Context: an optimization exercise on an open-source flow, tuned for small area and a short achievable clock period. The choices shown serve that exercise and are no tape-out recipe.
Only simulation tests tie the RTL to the original design; equivalence was not proved.
No activity file was given, so power comes from the tool's default toggle rates.

==> flow/design.v (outline; a module is shown in full before it is edited, if it fits) <==
// module fp32_mul: 1122 lines
module fp32_mul (
    input wire          clk         ,
    input wire          rst_n       ,
    input wire [31:0]   a           ,        
    input wire [31:0]   b           ,        
    input wire          in_valid    ,        
    output reg          out_valid   ,        
    output reg [31:0]   result               
);
  // ...
==> flow/run.sh <==
#!/bin/bash
# synth_recipe.tcl (not shown) runs the flow's synth.tcl, then flattens the netlist and writes it again
# the make line also repeats each setting of config.mk as NAME=value (left out here)
make -C /OpenROAD-flow-scripts/flow DESIGN_CONFIG=/design/flow/config.mk WORK_HOME=/design/flow/orfs CLKGATE_MAP_FILE= SYNTH_SCRIPT=/design/flow/synth_recipe.tcl finish
==> flow/config.mk <==
export PLATFORM = sky130hd
export DESIGN_NAME = fp32_mul
export DESIGN_NICKNAME = fp32_mul
export VERILOG_FILES = /design/flow/design.v
export SDC_FILE = /design/flow/constraint.sdc
export NUM_CORES = 4
export LEC_CHECK = 0
export ABC_AREA = 1
export CAP_MARGIN = 20
export CORE_MARGIN = 2
export CORE_UTILIZATION = 40
export SLEW_MARGIN = 20
==> flow/constraint.sdc <==
create_clock -name core_clock -period 10.0 [get_ports {clk}]
set_input_delay 2.0000 -clock core_clock [delete_from_list [all_inputs] [get_ports {clk}]]
set_output_delay 2.0000 -clock core_clock [all_outputs]
set_load 0.01 [all_outputs]
==> results by group, run 1 <==
STA
  • Final Cycle Share: roughly three quarters
  • Fin Setup TNS: 0 ns

Worst setup path
  • CP endpoint kind: flip-flop
  • Req. time, crit path: 10.37 ns
  • Critical path depth: 24
  • CP cell instances: clkinv_1 -> nand2_1 -> o21ai_0 -> a32o_1 -> inv_1 -> o22ai_1 -> xor2_1 -> fa_1 -> inv_1 -> fa_1 -> fa_1 -> inv_1 -> fa_1 -> fa_1 -> ha_1 -> inv_1 -> nor3_1 -> a21oi_1 -> nand2_1 -> a31oi_1 -> nand3_1 -> nand3b_1 -> nor2_1 -> nand4_1
  • Top delay family on crit path: adder cells
  • Reg2reg start: s1_xsh[2]$_DFF_P_
  • Crit path launch: s1_xsh[2]$_DFF_P_
  • Worst Reg-to-Reg Cells: 24
  • CP max FO: 25
  • Critical Path Most Common Cell: fa_1
  • Setup slack, reg-to-reg: 2.57 ns

Synth
  • Post-synthesis simple-gate area fraction: 17.11%
  • Top cell type's share of synthesized area: 22.76%
  • Top cells by count, synth: inv_1 (525), nand2_1 (515), xor2_1 (282), fa_1 (256), o22ai_1 (251)
  • Post-Syn Instances: roughly 3000
  • Synth area leader: fa_1
  • Number of synthesized flops with an enable pin: 0
  • YS warnings: 1
  • Synth Area in XOR/XNOR: 12.01%

Finish
  • Fraction of layout cells with a size suffix above 1: 5.486%
  • Invs w/o clock: approximately 550
  • Max reg flops: 32
  • Non-clk buf share: around 5.4%
  • Area of the multi-input gates: 0.01644 sq mm
  • Clkbuf count: 22
  • Design Area, Final: 0.02470 sq mm

GRT
  • First-pass GRT wire length: ~120000 microns

Clocking
  • Post-CTS Setup Inserts: 0
  • Hold-fix buffers at CTS: 0
  • CTS resizes: 0
  • Inserted Clock Buffers: 17

Power and ir drop
  • Pwr Density: 379.7 mW/mm^2
  • Reg power frac: 10.8%
  • Design Power: about 9.4 mW
  • Clock network power share: roughly 7.1%

Floorplanning
  • Placement row count: 86
  • Die ar.: 0.05821 sq mm

Route
  • Metal2 WL: 32260 microns
  • Total Wirelength: 73610 microns
  • 1st-pass router iterations: 6

Run status
  • Status: complete, no violations

Place
  • Cell count after placement: 3742
==> run 2: changes to the inputs <==
--- a/flow/design.v
+++ b/flow/design.v
@@ -30,46 +30,109 @@
         input [23:0] v;
         integer k;
         begin
             lzc24 = 5'd0;
             for (k = 0; k < 24; k = k + 1)
                 if (v[k]) lzc24 = 5'd23 - k[4:0];
         end
     endfunction
+    function [4:0] tzc24;
+        input [23:0] v;
+        integer k;
+        begin
+            tzc24 = 5'd23;
+            for (k = 22; k >= 0; k = k - 1)
+                if (v[k]) tzc24 = k[4:0];
+        end
+    endfunction
     wire        swap = b_e0;
     wire [22:0] xf   = swap ? fb : fa;
     wire [22:0] yf   = swap ? fa : fb;
     wire [4:0]  lza  = lzc24({~a_e0, fa});
     wire [4:0]  lzb  = lzc24({~b_e0, fb});
     wire [4:0]  xsh  = swap ? lzb : lza;
-    wire [8:0]  esum = {1'b0, ea[7:1], ea[0] | a_e0} + {1'b0, eb[7:1], eb[0] | b_e0};
+    wire [3:0]  xsh_r = 4'b0001 << xsh[1:0];
+    wire [5:0]  xsh_q = 6'b000001 << xsh[4:2];
     reg         s1_valid;
     reg [22:0]  s1_xf, s1_yf;
     reg [4:0]   s1_xsh;
-    reg [8:0]   s1_esum;
+    reg [3:0]   s1_xsh_r;
+    reg [5:0]   s1_xsh_q;
+    reg [7:0]   s1_ea, s1_eb;
     reg         s1_sign, s1_nan, s1_inf, s1_zero;
     always @(posedge clk or negedge rst_n) begin
         if (!rst_n) s1_valid <= 1'b0;
         else        s1_valid <= in_valid;
     end
     always @(posedge clk) begin
-        s1_xf   <= xf;
-        s1_yf   <= yf;
-        s1_xsh  <= xsh;
-        s1_esum <= esum;
-        s1_sign <= a[31] ^ b[31];
-        s1_nan  <= c_nan;
-        s1_inf  <= c_inf;
-        s1_zero <= c_zero;
+        s1_xf    <= xf;
+        s1_yf    <= yf;
+        s1_xsh   <= xsh;
+        s1_xsh_r <= xsh_r;
+        s1_xsh_q <= xsh_q;
+        s1_ea    <= {ea[7:1], ea[0] | a_e0};
+        s1_eb    <= {eb[7:1], eb[0] | b_e0};
+        s1_sign  <= a[31] ^ b[31];
+        s1_nan   <= c_nan;
+        s1_inf   <= c_inf;
+        s1_zero  <= c_zero;
     end
-    wire [22:0] xsf = s1_xf << s1_xsh;
+    wire [22:0] xs4, xsf;
+    assign xs4[0] = (s1_xsh_r[0] & s1_xf[0]);
+    assign xs4[1] = (s1_xsh_r[0] & s1_xf[1]) | (s1_xsh_r[1] & s1_xf[0]);
+    assign xs4[2] = (s1_xsh_r[0] & s1_xf[2]) | (s1_xsh_r[1] & s1_xf[1]) | (s1_xsh_r[2] & s1_xf[0]);
+    assign xs4[3] = (s1_xsh_r[0] & s1_xf[3]) | (s1_xsh_r[1] & s1_xf[2]) | (s1_xsh_r[2] & s1_xf[1]) | (s1_xsh_r[3] & s1_xf[0]);
+    assign xs4[4] = (s1_xsh_r[0] & s1_xf[4]) | (s1_xsh_r[1] & s1_xf[3]) | (s1_xsh_r[2] & s1_xf[2]) | (s1_xsh_r[3] & s1_xf[1]);
+    assign xs4[5] = (s1_xsh_r[0] & s1_xf[5]) | (s1_xsh_r[1] & s1_xf[4]) | (s1_xsh_r[2] & s1_xf[3]) | (s1_xsh_r[3] & s1_xf[2]);
+    assign xs4[6] = (s1_xsh_r[0] & s1_xf[6]) | (s1_xsh_r[1] & s1_xf[5]) | (s1_xsh_r[2] & s1_xf[4]) | (s1_xsh_r[3] & s1_xf[3]);
+    assign xs4[7] = (s1_xsh_r[0] & s1_xf[7]) | (s1_xsh_r[1] & s1_xf[6]) | (s1_xsh_r[2] & s1_xf[5]) | (s1_xsh_r[3] & s1_xf[4]);
+    assign xs4[8] = (s1_xsh_r[0] & s1_xf[8]) | (s1_xsh_r[1] & s1_xf[7]) | (s1_xsh_r[2] & s1_xf[6]) | (s1_xsh_r[3] & s1_xf[5]);
+    assign xs4[9] = (s1_xsh_r[0] & s1_xf[9]) | (s1_xsh_r[1] & s1_xf[8]) | (s1_xsh_r[2] & s1_xf[7]) | (s1_xsh_r[3] & s1_xf[6]);
+    assign xs4[10] = (s1_xsh_r[0] & s1_xf[10]) | (s1_xsh_r[1] & s1_xf[9]) | (s1_xsh_r[2] & s1_xf[8]) | (s1_xsh_r[3] & s1_xf[7]);
+    assign xs4[11] = (s1_xsh_r[0] & s1_xf[11]) | (s1_xsh_r[1] & s1_xf[10]) | (s1_xsh_r[2] & s1_xf[9]) | (s1_xsh_r[3] & s1_xf[8]);
+    assign xs4[12] = (s1_xsh_r[0] & s1_xf[12]) | (s1_xsh_r[1] & s1_xf[11]) | (s1_xsh_r[2] & s1_xf[10]) | (s1_xsh_r[3] & s1_xf[9]);
+    assign xs4[13] = (s1_xsh_r[0] & s1_xf[13]) | (s1_xsh_r[1] & s1_xf[12]) | (s1_xsh_r[2] & s1_xf[11]) | (s1_xsh_r[3] & s1_xf[10]);
+    assign xs4[14] = (s1_xsh_r[0] & s1_xf[14]) | (s1_xsh_r[1] & s1_xf[13]) | (s1_xsh_r[2] & s1_xf[12]) | (s1_xsh_r[3] & s1_xf[11]);
+    assign xs4[15] = (s1_xsh_r[0] & s1_xf[15]) | (s1_xsh_r[1] & s1_xf[14]) | (s1_xsh_r[2] & s1_xf[13]) | (s1_xsh_r[3] & s1_xf[12]);
+    assign xs4[16] = (s1_xsh_r[0] & s1_xf[16]) | (s1_xsh_r[1] & s1_xf[15]) | (s1_xsh_r[2] & s1_xf[14]) | (s1_xsh_r[3] & s1_xf[13]);
+    assign xs4[17] = (s1_xsh_r[0] & s1_xf[17]) | (s1_xsh_r[1] & s1_xf[16]) | (s1_xsh_r[2] & s1_xf[15]) | (s1_xsh_r[3] & s1_xf[14]);
+    assign xs4[18] = (s1_xsh_r[0] & s1_xf[18]) | (s1_xsh_r[1] & s1_xf[17]) | (s1_xsh_r[2] & s1_xf[16]) | (s1_xsh_r[3] & s1_xf[15]);
+    assign xs4[19] = (s1_xsh_r[0] & s1_xf[19]) | (s1_xsh_r[1] & s1_xf[18]) | (s1_xsh_r[2] & s1_xf[17]) | (s1_xsh_r[3] & s1_xf[16]);
+    assign xs4[20] = (s1_xsh_r[0] & s1_xf[20]) | (s1_xsh_r[1] & s1_xf[19]) | (s1_xsh_r[2] & s1_xf[18]) | (s1_xsh_r[3] & s1_xf[17]);
+    assign xs4[21] = (s1_xsh_r[0] & s1_xf[21]) | (s1_xsh_r[1] & s1_xf[20]) | (s1_xsh_r[2] & s1_xf[19]) | (s1_xsh_r[3] & s1_xf[18]);
+    assign xs4[22] = (s1_xsh_r[0] & s1_xf[22]) | (s1_xsh_r[1] & s1_xf[21]) | (s1_xsh_r[2] & s1_xf[20]) | (s1_xsh_r[3] & s1_xf[19]);
+    assign xsf[0] = (s1_xsh_q[0] & xs4[0]);
+    assign xsf[1] = (s1_xsh_q[0] & xs4[1]);
+    assign xsf[2] = (s1_xsh_q[0] & xs4[2]);
+    assign xsf[3] = (s1_xsh_q[0] & xs4[3]);
+    assign xsf[4] = (s1_xsh_q[0] & xs4[4]) | (s1_xsh_q[1] & xs4[0]);
+    assign xsf[5] = (s1_xsh_q[0] & xs4[5]) | (s1_xsh_q[1] & xs4[1]);
+    assign xsf[6] = (s1_xsh_q[0] & xs4[6]) | (s1_xsh_q[1] & xs4[2]);
+    assign xsf[7] = (s1_xsh_q[0] & xs4[7]) | (s1_xsh_q[1] & xs4[3]);
+    assign xsf[8] = (s1_xsh_q[0] & xs4[8]) | (s1_xsh_q[1] & xs4[4]) | (s1_xsh_q[2] & xs4[0]);
+    assign xsf[9] = (s1_xsh_q[0] & xs4[9]) | (s1_xsh_q[1] & xs4[5]) | (s1_xsh_q[2] & xs4[1]);
+    assign xsf[10] = (s1_xsh_q[0] & xs4[10]) | (s1_xsh_q[1] & xs4[6]) | (s1_xsh_q[2] & xs4[2]);
+    assign xsf[11] = (s1_xsh_q[0] & xs4[11]) | (s1_xsh_q[1] & xs4[7]) | (s1_xsh_q[2] & xs4[3]);
+    assign xsf[12] = (s1_xsh_q[0] & xs4[12]) | (s1_xsh_q[1] & xs4[8]) | (s1_xsh_q[2] & xs4[4]) | (s1_xsh_q[3] & xs4[0]);
+    assign xsf[13] = (s1_xsh_q[0] & xs4[13]) | (s1_xsh_q[1] & xs4[9]) | (s1_xsh_q[2] & xs4[5]) | (s1_xsh_q[3] & xs4[1]);
+    assign xsf[14] = (s1_xsh_q[0] & xs4[14]) | (s1_xsh_q[1] & xs4[10]) | (s1_xsh_q[2] & xs4[6]) | (s1_xsh_q[3] & xs4[2]);
+    assign xsf[15] = (s1_xsh_q[0] & xs4[15]) | (s1_xsh_q[1] & xs4[11]) | (s1_xsh_q[2] & xs4[7]) | (s1_xsh_q[3] & xs4[3]);
+    assign xsf[16] = (s1_xsh_q[0] & xs4[16]) | (s1_xsh_q[1] & xs4[12]) | (s1_xsh_q[2] & xs4[8]) | (s1_xsh_q[3] & xs4[4]) | (s1_xsh_q[4] & xs4[0]);
+    assign xsf[17] = (s1_xsh_q[0] & xs4[17]) | (s1_xsh_q[1] & xs4[13]) | (s1_xsh_q[2] & xs4[9]) | (s1_xsh_q[3] & xs4[5]) | (s1_xsh_q[4] & xs4[1]);
+    assign xsf[18] = (s1_xsh_q[0] & xs4[18]) | (s1_xsh_q[1] & xs4[14]) | (s1_xsh_q[2] & xs4[10]) | (s1_xsh_q[3] & xs4[6]) | (s1_xsh_q[4] & xs4[2]);
+    assign xsf[19] = (s1_xsh_q[0] & xs4[19]) | (s1_xsh_q[1] & xs4[15]) | (s1_xsh_q[2] & xs4[11]) | (s1_xsh_q[3] & xs4[7]) | (s1_xsh_q[4] & xs4[3]);
+    assign xsf[20] = (s1_xsh_q[0] & xs4[20]) | (s1_xsh_q[1] & xs4[16]) | (s1_xsh_q[2] & xs4[12]) | (s1_xsh_q[3] & xs4[8]) | (s1_xsh_q[4] & xs4[4]) | (s1_xsh_q[5] & xs4[0]);
+    assign xsf[21] = (s1_xsh_q[0] & xs4[21]) | (s1_xsh_q[1] & xs4[17]) | (s1_xsh_q[2] & xs4[13]) | (s1_xsh_q[3] & xs4[9]) | (s1_xsh_q[4] & xs4[5]) | (s1_xsh_q[5] & xs4[1]);
+    assign xsf[22] = (s1_xsh_q[0] & xs4[22]) | (s1_xsh_q[1] & xs4[18]) | (s1_xsh_q[2] & xs4[14]) | (s1_xsh_q[3] & xs4[10]) | (s1_xsh_q[4] & xs4[6]) | (s1_xsh_q[5] & xs4[2]);
     wire [23:0] xn  = {1'b1, xsf};
     wire [23:0] yn  = {1'b1, s1_yf};
-    wire [9:0]  e1 = {1'b0, s1_esum} - 10'd127 - {5'd0, s1_xsh};
+    wire [9:0]  e1 = {2'b0, s1_ea} + {2'b0, s1_eb} - 10'd127 - {5'd0, s1_xsh};
+    wire [5:0]  tzs = {1'b0, tzc24(xn)} + {1'b0, tzc24(yn)};
+    wire        sticky = (tzs < 6'd22);
     wire [24:0] yx = {yn, 1'b0};
     wire [11:0] one, two, neg;
     genvar gi;
     generate
         for (gi = 0; gi < 12; gi = gi + 1) begin : g_booth
             assign one[gi] = yx[2*gi+1] ^ yx[2*gi];
             assign two[gi] = (yx[2*gi+2] & ~yx[2*gi+1] & ~yx[2*gi]) |
                              (~yx[2*gi+2] & yx[2*gi+1] & yx[2*gi]);
@@ -1068,37 +1131,64 @@
     assign rs[44] = fs260;
     assign rc[44] = fc259;
     assign rs[45] = fs261;
     assign rc[45] = fc260;
     assign rs[46] = fs262;
     assign rc[46] = fc261;
     assign rs[47] = fs263;
     assign rc[47] = fc262;
-    wire [22:0] lo = {1'b0, rs[21:0]} + {1'b0, rc[21:0]};
+    wire [6-1:0] lg, lp;
+    wire [4:0] lb0 = {1'b0, rs[3:0]} + {1'b0, rc[3:0]};
+    assign lg[0] = lb0[4];
+    assign lp[0] = &(rs[3:0] ^ rc[3:0]);
+    wire [4:0] lb1 = {1'b0, rs[7:4]} + {1'b0, rc[7:4]};
+    assign lg[1] = lb1[4];
+    assign lp[1] = &(rs[7:4] ^ rc[7:4]);
+    wire [4:0] lb2 = {1'b0, rs[11:8]} + {1'b0, rc[11:8]};
+    assign lg[2] = lb2[4];
+    assign lp[2] = &(rs[11:8] ^ rc[11:8]);
+    wire [4:0] lb3 = {1'b0, rs[15:12]} + {1'b0, rc[15:12]};
+    assign lg[3] = lb3[4];
+    assign lp[3] = &(rs[15:12] ^ rc[15:12]);
+    wire [4:0] lb4 = {1'b0, rs[19:16]} + {1'b0, rc[19:16]};
+    assign lg[4] = lb4[4];
+    assign lp[4] = &(rs[19:16] ^ rc[19:16]);
+    wire [2:0] lb5 = {1'b0, rs[21:20]} + {1'b0, rc[21:20]};
+    assign lg[5] = lb5[2];
+    assign lp[5] = &(rs[21:20] ^ rc[21:20]);
     reg         s2_valid;
     reg [25:0]  s2_hs, s2_hc;
-    reg         s2_cin, s2_sticky;
+    reg [6-1:0] s2_lg, s2_lp;
+    reg         s2_sticky;
     reg [9:0]   s2_e;
     reg         s2_sign, s2_nan, s2_inf, s2_zero;
     always @(posedge clk or negedge rst_n) begin
         if (!rst_n) s2_valid <= 1'b0;
         else        s2_valid <= s1_valid;
     end
     always @(posedge clk) begin
         s2_hs     <= rs[47:22];
         s2_hc     <= rc[47:22];
-        s2_cin    <= lo[22];
-        s2_sticky <= |lo[21:0];
+        s2_lg     <= lg;
+        s2_lp     <= lp;
+        s2_sticky <= sticky;
         s2_e      <= e1;
         s2_sign   <= s1_sign;
         s2_nan    <= s1_nan;
         s2_inf    <= s1_inf;
         s2_zero   <= s1_zero;
     end
+    reg s2_cin;
+    integer kb;
+    always @(*) begin
+        s2_cin = 1'b0;
+        for (kb = 0; kb < 6; kb = kb + 1)
+            s2_cin = s2_lg[kb] | (s2_lp[kb] & s2_cin);
+    end
     wire [25:0] ph = s2_hs + s2_hc + {25'd0, s2_cin};
     wire        h  = ph[25];                        
     wire [22:0] mant = h ? ph[24:2] : ph[23:1];
     wire        gbit = h ? ph[1] : ph[0];
     wire        sbit = (h & ph[0]) | s2_sticky;
     wire        rinc = gbit & (sbit | mant[0]);
     wire [23:0] mr   = {1'b0, mant} + {23'd0, rinc};
     wire        rco  = mr[23];
--- a/flow/config.mk
+++ b/flow/config.mk
@@ -4,9 +4,10 @@
 export VERILOG_FILES = /design/flow/design.v
 export SDC_FILE = /design/flow/constraint.sdc
 export NUM_CORES = 4
 export LEC_CHECK = 0
 export ABC_AREA = 1
 export CAP_MARGIN = 20
 export CORE_MARGIN = 2
 export CORE_UTILIZATION = 40
+export SETUP_SLACK_MARGIN = 5
 export SLEW_MARGIN = 20
==> run 2 against run 1 <==
- still clean on timing, DRC and antenna
- power fell by 15%
- largest power group unchanged
- non-clock buffer count rose by 118
- largest cell class unchanged
- critical endpoint is now result[11]$_SDFF_PP0_
- sequential share of layout area rose by 1.4 points
==> results by group, run 2 <==
Run status
  • Status: complete, no violations (unchanged)

STA
  • Slew Viols, Final: 0 (unchanged)
  • Hold Fails Final Rpt: 0 (unchanged)
  • Max_slew headroom: 42.07% (was 24.15%)
  • Fin Setup TNS: 0 ns (unchanged)
  • Final Cycle Share: 56.56% (was 74.28%)
  • RSZ-0062 raised after global routing: true (was false)
  • Max Freq: 176.8 MHz (was 134.6 MHz)
  • Tmin final: 5.656 ns (was 7.428 ns)
  • Worst Tran Pin Value: 0.8679 ns (was 1.137 ns)
  • Worst Skew: 0.01699 ns (was 0.02816 ns)
  • Final setup fails: 0 (unchanged)

Route
  • Number of remaining DRC errors: 0 (unchanged)
  • Antenna-violating nets left: 0 (unchanged)
  • First DRT Iteration DRCs: 2145 (was 1954)
  • 1st-pass router iterations: 6 (unchanged)
  • Avg WL per Cell: 19.90 microns (was 19.51 microns)
  • Vias per cell: 5.497 (was 5.449)
  • Total Wirelength: 72750 microns (was 73610 microns)
  • Via count: 20097 (was 20564)

GRT
  • Largest net degree at the start of global routing: 76 (was 89)
  • Number of global-route vias before repair: 19651 (was 20485)
  • Gr usage total: 25.28% (was 26.05%)
  • Antenna violations before repair: 1 (unchanged)
  • GR Overflow Total: 0 (unchanged)
  • First-pass GRT wire length: 111500 microns (was 115400 microns)

Clocking
  • Clk sinks: 194 (was 167)
  • CTS H-tree depth: 4 (unchanged)
  • Max Root-Sink Buffers: 2 (unchanged)
  • Worst skew pair latency: 0.50 ns (about the same)
  • Inserted Clock Buffers: 17 (unchanged)
  • Hold-fix buffers at CTS: 0 (unchanged)
  • CTS tree: done (unchanged)
  • Clock-pin transition on the worst setup and hold timing paths: 0.08 ns (was 0.07 ns)
  • Clock root buffer: clkbuf_16 (unchanged)

Finish
  • Commonest cells after routing, fill and taps aside: inv_1 (488), nand2_1 (365), xor2_1 (266), fa_1 (253), o22ai_1 (243) (was inv_1 (525), nand2_1 (515), xor2_1 (282), fa_1 (256), o22ai_1 (251))
  • Reg with most FFs: result (unchanged)
  • # nets final: 3375 (was 3445)
  • Commonest non-fill, non-tap cell in the layout: inv_1 (unchanged)
  • Max reg flops: 32 (unchanged)
  • Area Overhead vs Synth: 18.24% (was 9.719%)
  • Fraction of layout cells with a size suffix above 1: 14.40% (was 5.486%)
  • Largest regs: result: 32 flops, s2_hc: 26 flops, s2_hs: 26 flops (unchanged)

Worst setup path
  • RR Endpoint: result[11]$_SDFF_PP0_ (was s2_sticky$_DFF_P_)
  • Top delay family on crit path: simple AND/OR/NAND/NOR gates (was adder cells)
  • Worst Reg-to-Reg Cells: 34 (was 24)
  • Setup slack, reg-to-reg: 4.34 ns (was 2.57 ns)
  • Startpoint class of the critical path: flip-flop (unchanged)
  • Critical path depth: 34 (was 24)
  • CP endpoint kind: flip-flop (unchanged)
  • CP arrival: 6.08 ns (was 7.80 ns)
  • Req. time, crit path: 10.42 ns (was 10.37 ns)
  • Slowest cell delay on critical path: 0.40 ns (was 0.90 ns)
  • Worst setup path end: result[11]$_SDFF_PP0_ (was s2_sticky$_DFF_P_)
  • Bufs and invs on worst path: 2 (was 5)
  • CP max FO: 5 (was 25)
  • Critical path class: reg2reg (unchanged)
  • Slowest cell on crit path: fa_2 (was dfxtp_1)
  • Crit path launch: s2_lp[1]$_DFF_P_ (was s1_xsh[2]$_DFF_P_)
  • Reg2reg start: s2_lp[1]$_DFF_P_ (was s1_xsh[2]$_DFF_P_)

Floorplanning
  • CORE AREA: 0.05488 sq mm (was 0.05542 sq mm)
  • Placement row count: 86 (unchanged)
  • Initial core utilization: 40.25% (was 40.63%)
  • Die ar.: 0.05711 sq mm (was 0.05821 sq mm)
  • Chip height: 239.0 microns (was 241.3 microns)
  • Chip width: 239.0 microns (was 241.3 microns)
  • # IOs: 100 (unchanged)

Power and ir drop
  • Design Power: 7.993 mW (was 9.379 mW)
  • Pwr Density: 306.1 mW/mm^2 (was 379.7 mW/mm^2)
  • Leakage: 12.08 nW (was 11.79 nW)
  • Worst VDD drop: 205.0 uV (was 315.5 uV)

Synth
  • Post-synth ARST share: 1.546% (was 1.796%)
  • Distinct cells, synth: 62 (was 67)
  • Most frequent cell after synthesis: inv_1 (unchanged)
  • Syn_nets: 3234 (was 3437)
  • Sequential fraction of the synthesis area: 17.65% (was 14.91%)
  • YS warnings: 1 (unchanged)
  • Top cell type's share of synthesized area: 24.02% (was 22.76%)
  • Top cells by count, synth: inv_1 (511), nand2_1 (379), xor2_1 (268), fa_1 (265), o22ai_1 (246) (was inv_1 (525), nand2_1 (515), xor2_1 (282), fa_1 (256), o22ai_1 (251))
  • Avg Synthesized Cell Area: 7.897 sq um (was 7.493 sq um)
  • Number of synthesized flops with an enable pin: 0 (unchanged)
  • Synth area leader: fa_1 (unchanged)
  • Post-Syn Instances: 2797 (was 3005)
  • #FFs+latches synth: 194 (was 167)
  • Synthesized area: 0.02209 sq mm (was 0.02252 sq mm)
  • Top cells by area, synth: fa_1 (24%), dfxtp_1 (17%), xor2_1 (11%) (was fa_1 (23%), dfxtp_1 (15%), xor2_1 (11%))
  • Top_reg_cell synth: dfxtp_1 (unchanged)

Place
  • Port Buffers: 99 (unchanged)
  • GP Congestion: 0.9039 (was 0.9641)
  • Post-DP HPWL: 50530 microns (was 56040 microns)

Job
  • Max Cap Violations: 0 (unchanged)

Worst hold path
  • Hold crit path type: reg2reg (unchanged)
run 2: cell count changes after synthesis, moves of 13 or more:
cell and change:
a21oi_1 -13, dfxtp_1 +27, inv_1 -14, nand2_1 -136
nand3_1 -46, nor2_1 -13, o21ai_0 +17, xor2_1 -14
run 2: worst min-delay path by stage:
stage,cells past startpoint,endpoint,start,slack [ns]
2_1_floorplan,0,s2_inf$_DFF_P_,s1_inf$_DFF_P_,0.31
3_3_place_gp,0,s2_sign$_DFF_P_,s1_sign$_DFF_P_,0.31
3_5_place_dp,0,s2_nan$_DFF_P_,s1_nan$_DFF_P_,0.32
4_1_cts,0,s2_nan$_DFF_P_,s1_nan$_DFF_P_,0.32
5_1_grt,0,s2_sign$_DFF_P_,s1_sign$_DFF_P_,0.34
6_report,0,s2_nan$_DFF_P_,s1_nan$_DFF_P_,0.33
run 2: final cells by class:
type	instances	area, sq um
Antenna cell	1	2.502
Clock buffer	18	429.2
Timing Repair inverter	5	30.03
Tap cell	704	880.8
Inverter	531	2077
Timing Repair Buffer	262	2420
Multi-Input combinational cell	1927	16210
Sequential cell	194	3919
Clock inverter	14	151.4
Fill cell	5259	28760
run 2: logic make-up after synthesis:
family	after synthesis	share of synthesized area, %
muxes	5	0.2436
adders and majority gates	370	29.97
xor gates and xnor gates	284	11.26
AOI/OAI and AO/OA	569	15.41
buffers and inverters	683	11.92
and+or+nand+nor	692	13.55
DFF	194	17.65
run 2: layer usage:
metal | part of all wire, % | up-vias | GRT usage, %
li1 | - | 9203 | -
met1 | 42 | 9586 | 34.50
met2 | 44 | 1086 | 39.34
met3 | 9.1 | 222 | 4.769
met4 | 4.3 | 0 | 10.38
met5 | 0 | - | 0
run 2: power breakdown:
part           switching (mW)  internal, mW  leakage (nW)  total (mW)
Sequential             0.0826          1.06          1.64        1.14
Clock                   0.354         0.335         0.287       0.689
Combinational            3.55          2.61          10.2        6.16
run 2: what timing repair did:
item,in CTS,in global routing
pin swaps,49,76
setup endpoints to repair,75,66
resized for setup,98,134
gates cloned,12,5
setup buffers,54,59
run 2: through the flow:
stage	utilization [%]	area (sq um)	std cells	hold slack [ns]	setup WS (ns)
after floorplan	-	22140	2797	0.3096	5.026
after global placement	43.26	23740	3493	0.3118	3.458
after detailed placement	43.26	23740	3493	0.3164	3.267
after CTS	45.81	25140	3591	0.3224	4.295
after global routing	47.59	26110	3655	0.3354	3.929
final	47.59	26120	3656	0.3251	4.344
==> run 3: changes to the inputs <==
--- a/flow/config.mk
+++ b/flow/config.mk
@@ -9,5 +9,5 @@
 export CAP_MARGIN = 20
 export CORE_MARGIN = 2
-export CORE_UTILIZATION = 40
+export CORE_UTILIZATION = 55
 export SETUP_SLACK_MARGIN = 5
 export SLEW_MARGIN = 20
==> run 3 against run 2 <==
- cell area is 0.40% higher
- power increased by 1.3%
- count of clock-buffer cells in the layout up 2
- maximum frequency shrank 5.7%
==> results by group, run 3 <==
Run status
  • Status: complete, no violations (unchanged)

Clocking
  • Clock root buffer: clkbuf_16 (unchanged)
  • Worst skew pair latency: 0.48 ns (was 0.50 ns)
  • Max Root-Sink Buffers: 2 (unchanged)
  • Clk sinks: 194 (unchanged)
  • CTS H-tree depth: 4 (unchanged)
  • CTS tree: done (unchanged)
  • Inserted Clock Buffers: 17 (unchanged)
  • Clock-pin transition on the worst setup and hold timing paths: 0.08 ns (about the same)

STA
  • Worst Tran Pin Value: 0.7876 ns (was 0.8679 ns)
  • Worst Skew: 0.01558 ns (was 0.01699 ns)
  • Tmin final: 5.998 ns (was 5.656 ns)
  • Final setup fails: 0 (unchanged)
  • Max_slew headroom: 47.44% (was 42.07%)
  • Fin Setup TNS: 0 ns (unchanged)
  • Hold Fails Final Rpt: 0 (unchanged)
  • RSZ-0062 raised after global routing: true (unchanged)
  • Fin Hold WS: 0.3235 ns (was 0.3251 ns)
  • Final Cycle Share: 59.98% (was 56.56%)
  • Max Freq: 166.7 MHz (was 176.8 MHz)
  • Slew Viols, Final: 0 (unchanged)

Floorplanning
  • Die ar.: 0.04178 sq mm (was 0.05711 sq mm)
  • # IOs: 100 (unchanged)
  • Chip width: 204.4 microns (was 239.0 microns)
  • Placement row count: 73 (was 86)
  • Initial core utilization: 55.72% (was 40.25%)
  • Chip height: 204.4 microns (was 239.0 microns)
  • CORE AREA: 0.03964 sq mm (was 0.05488 sq mm)

Place
  • Cell count after placement: 3310 (was 3493)
  • Port Buffers: 99 (unchanged)
  • GP Congestion: 0.9208 (was 0.9039)
  • Post-DP HPWL: 48640 microns (was 50530 microns)

Worst setup path
  • Reg2reg start: s2_lg[0]$_DFF_P_ (was s2_lp[1]$_DFF_P_)
  • Setup slack, reg-to-reg: 4.00 ns (was 4.34 ns)
  • Slowest cell delay on critical path: 0.39 ns (was 0.40 ns)
  • Crit path launch: s2_lg[0]$_DFF_P_ (was s2_lp[1]$_DFF_P_)
  • Slowest cell on crit path: fa_2 (unchanged)
  • CP endpoint kind: flip-flop (unchanged)
  • CP arrival: 6.39 ns (was 6.08 ns)
  • Startpoint class of the critical path: flip-flop (unchanged)
  • Critical Path Most Common Cell: nand2_2
  • Req. time, crit path: 10.39 ns (was 10.42 ns)
  • Critical path class: reg2reg (unchanged)
  • Worst Reg-to-Reg Cells: 36 (was 34)
  • RR Endpoint: result[4]$_SDFF_PP0_ (was result[11]$_SDFF_PP0_)
  • CP max FO: 5 (unchanged)

Worst hold path
  • Min-Delay Endpoint: s2_sign$_DFF_P_ (was s2_nan$_DFF_P_)
  • Hold crit path type: reg2reg (unchanged)
  • Hold Path Cell Cnt: 0 (unchanged)
  • HP Start: s1_sign$_DFF_P_ (was s1_nan$_DFF_P_)

Synth
  • Synth area leader: fa_1 (unchanged)
  • Syn_nets: 3234 (unchanged)
  • Top cells by count, synth: inv_1 (511), nand2_1 (379), xor2_1 (268), fa_1 (265), o22ai_1 (246) (unchanged)
  • Distinct cells, synth: 62 (unchanged)
  • Largest family of logic cells by synthesized area: adder cells (unchanged)
  • Compound-Gate Fraction of Synth Area: 15.41% (unchanged)
  • Post-synthesis mux area share: 0.2436% (unchanged)
  • Synth Area in XOR/XNOR: 11.26% (unchanged)
  • Post-synthesis simple-gate area fraction: 13.55% (unchanged)
  • Top cell type's share of synthesized area: 24.02% (unchanged)
  • Synthesized area: 0.02209 sq mm (unchanged)
  • Sequential fraction of the synthesis area: 17.65% (unchanged)
  • Number of synthesized flops with an enable pin: 0 (unchanged)
  • Area share of fa/ha/maj cells after synthesis: 29.97% (unchanged)
  • Avg Synthesized Cell Area: 7.897 sq um (unchanged)
  • Most frequent cell after synthesis: inv_1 (unchanged)
  • #FFs+latches synth: 194 (unchanged)
  • Post-synth ARST share: 1.546% (unchanged)
  • YS warnings: 1 (unchanged)
  • Top_reg_cell synth: dfxtp_1 (unchanged)
  • Post-Syn Instances: 2797 (unchanged)
  • Top cells by area, synth: fa_1 (24%), dfxtp_1 (17%), xor2_1 (11%) (unchanged)

Route
  • Antenna-violating nets left: 0 (unchanged)
  • First DRT Iteration DRCs: 2223 (was 2145)
  • Avg WL per Cell: 21.01 microns (was 19.90 microns)
  • Vias per cell: 5.866 (was 5.497)
  • Total Wirelength: 73480 microns (was 72750 microns)
  • Via count: 20515 (was 20097)
  • 1st-pass router iterations: 6 (unchanged)
  • Number of remaining DRC errors: 0 (unchanged)

Finish
  • Non-filler instance count after layout: 3497 (was 3656)
  • Antenna cells: 0 (was 1)
  • Largest regs: result: 32 flops, s2_hc: 26 flops, s2_hs: 26 flops (unchanged)
  • Commonest non-fill, non-tap cell in the layout: inv_1 (unchanged)
  • # fillers: 3448 (was 5259)
  • # nets final: 3396 (was 3375)
  • Final Core Density: 66.14% (was 47.59%)
  • Area of the multi-input gates: 0.01628 sq mm (was 0.01621 sq mm)
  • Fraction of layout cells with a size suffix above 1: 15.21% (was 14.40%)
  • Max reg flops: 32 (unchanged)
  • Area Overhead vs Synth: 18.71% (was 18.24%)
  • Commonest cells after routing, fill and taps aside: inv_1 (483), nand2_1 (359), xor2_1 (265), fa_1 (257), o22ai_1 (242) (was inv_1 (488), nand2_1 (365), xor2_1 (266), fa_1 (253), o22ai_1 (243))
  • Reg with most FFs: result (unchanged)
  • Register Area: 0.003919 sq mm (unchanged)

GRT
  • GR Overflow Total: 0 (unchanged)
  • Number of global-route vias before repair: 20276 (was 19651)
  • Gr usage total: 34.86% (was 25.28%)
  • Largest net degree at the start of global routing: 76 (unchanged)
  • First-pass GRT wire length: 111600 microns (was 111500 microns)
  • Antenna violations before repair: 1 (unchanged)

Power and ir drop
  • Leakage: 12.22 nW (was 12.08 nW)
  • Pwr Density: 308.7 mW/mm^2 (was 306.1 mW/mm^2)
  • Worst VDD drop: 266.7 uV (was 205.0 uV)

Job
  • Max Cap Violations: 0 (unchanged)
==> run 3: per-layer routing <==
metal  track usage, %  up-vias  part of all wire, %
met3            8.418      309                   11
li1                 -     9249                    -
met1            44.79     9715                   39
met5                0        -                0.075
met2            54.61     1240                   44
met4            18.17        2                  5.4
==> run 3: how the worst max path moves through the flow <==
stage,end,slack [ns],depth (start not counted)
2_1_floorplan,result[10]$_SDFF_PP0_,5.03,36
3_3_place_gp,result[10]$_SDFF_PP0_,3.31,36
3_5_place_dp,result[3]$_SDFF_PP0_,3.19,36
4_1_cts,result[0]$_SDFF_PP0_,4.19,36
5_1_grt,result[11]$_SDFF_PP0_,3.67,37
6_report,result[4]$_SDFF_PP0_,4.00,36
==> run 3: timing repair <==
| item | in CTS | in global routing |
|---|---|---|
| endpoints found under the setup margin | 71 | 61 |
| pin swaps | 51 | 79 |
| hold endpoints to repair | 0 | 0 |
| cloned | 16 | 6 |
| hold buffers | 0 | 0 |
| resized for setup | 117 | 142 |
| buffers inserted | 75 | 58 |
==> run 3: through the flow <==
stage                     setup WS (ns)  total power, mW  area, sq um
after floorplan                   5.026            5.082        22140
after global placement            3.313            6.373        23490
after detailed placement          3.194            6.508        23490
after CTS                         4.194            7.690        25170
after global routing              3.666            8.975        26220
final                             4.002            8.094        26220
==> run 3: worst max-delay path, delay by kind of cell, from the launching register on <==
family | cells | cell delay [ns]
buf+inv | 4 | 0.47
xor+xnor | 2 | 0.50
simple gates | 14 | 1.80
fa+ha+maj | 3 | 1.02
compound gates | 13 | 1.80
flops | 1 | 0.32
==> run 3: cell families (layout without fill, tap and decap cells) <==
kind of cell	Yosys count	after routing
xor gates and xnor gates	284	284
and+or+nand+nor	692	699
buffers and inverters	683	851
DFF	194	194
muxes	5	5
adders and majority gates	370	370
AOI/OAI and AO/OA	569	569
==> run 3: final cells by class <==
cell class	instances	share of cell area, %
repair buffers	279	10.11
repair inverters	9	0.2195
clock buffers	20	1.742
flip-flops and latches	194	14.95
clock inverters	12	0.4342
multi-input cells	1927	62.08
well taps	525	2.505
inverters	531	7.964
==> run 3: power by group <==
group	switching (mW)	internal [mW]
clock	0.352	0.342
combinational	3.62	2.65
sequential	0.0755	1.06
total	4.05	4.05

-- port drivers added, routing unchanged --
Ports are ideal in the flow. The routed layouts listed here were re-timed in OpenROAD.
Step 1 sets driving cells, clkbuf_16 on the clock port and buf_2 on the other inputs (assumed; they add their load-dependent delay and slew).
Step 2 adds t to the input delays and takes it off the output delays; t is the mean of the earliest and latest rising clock arrival at the registers after step 1. Input paths then give back, and output paths get back, about the clock's delay inside the block.
Slacks: no drivers / after step 1 / after step 2; pairs: no drivers / after step 1.
run	shift t [ns]	slack for setup (ns)	worst hold slack (ns)	slew at the worst register clock pin (ns)	pins driven straight from the clock port
run 1	0.540	2.572 / 2.572 / 2.572	0.330 / 0.330 / 0.330	0.09 / 0.09	1
run 2	0.544	4.344 / 4.344 / 4.344	0.325 / 0.325 / 0.325	0.08 / 0.08	1
run 3	0.530	4.002 / 4.002 / 4.002	0.324 / 0.324 / 0.324	0.09 / 0.09	1
After both steps every run listed still meets setup and hold.
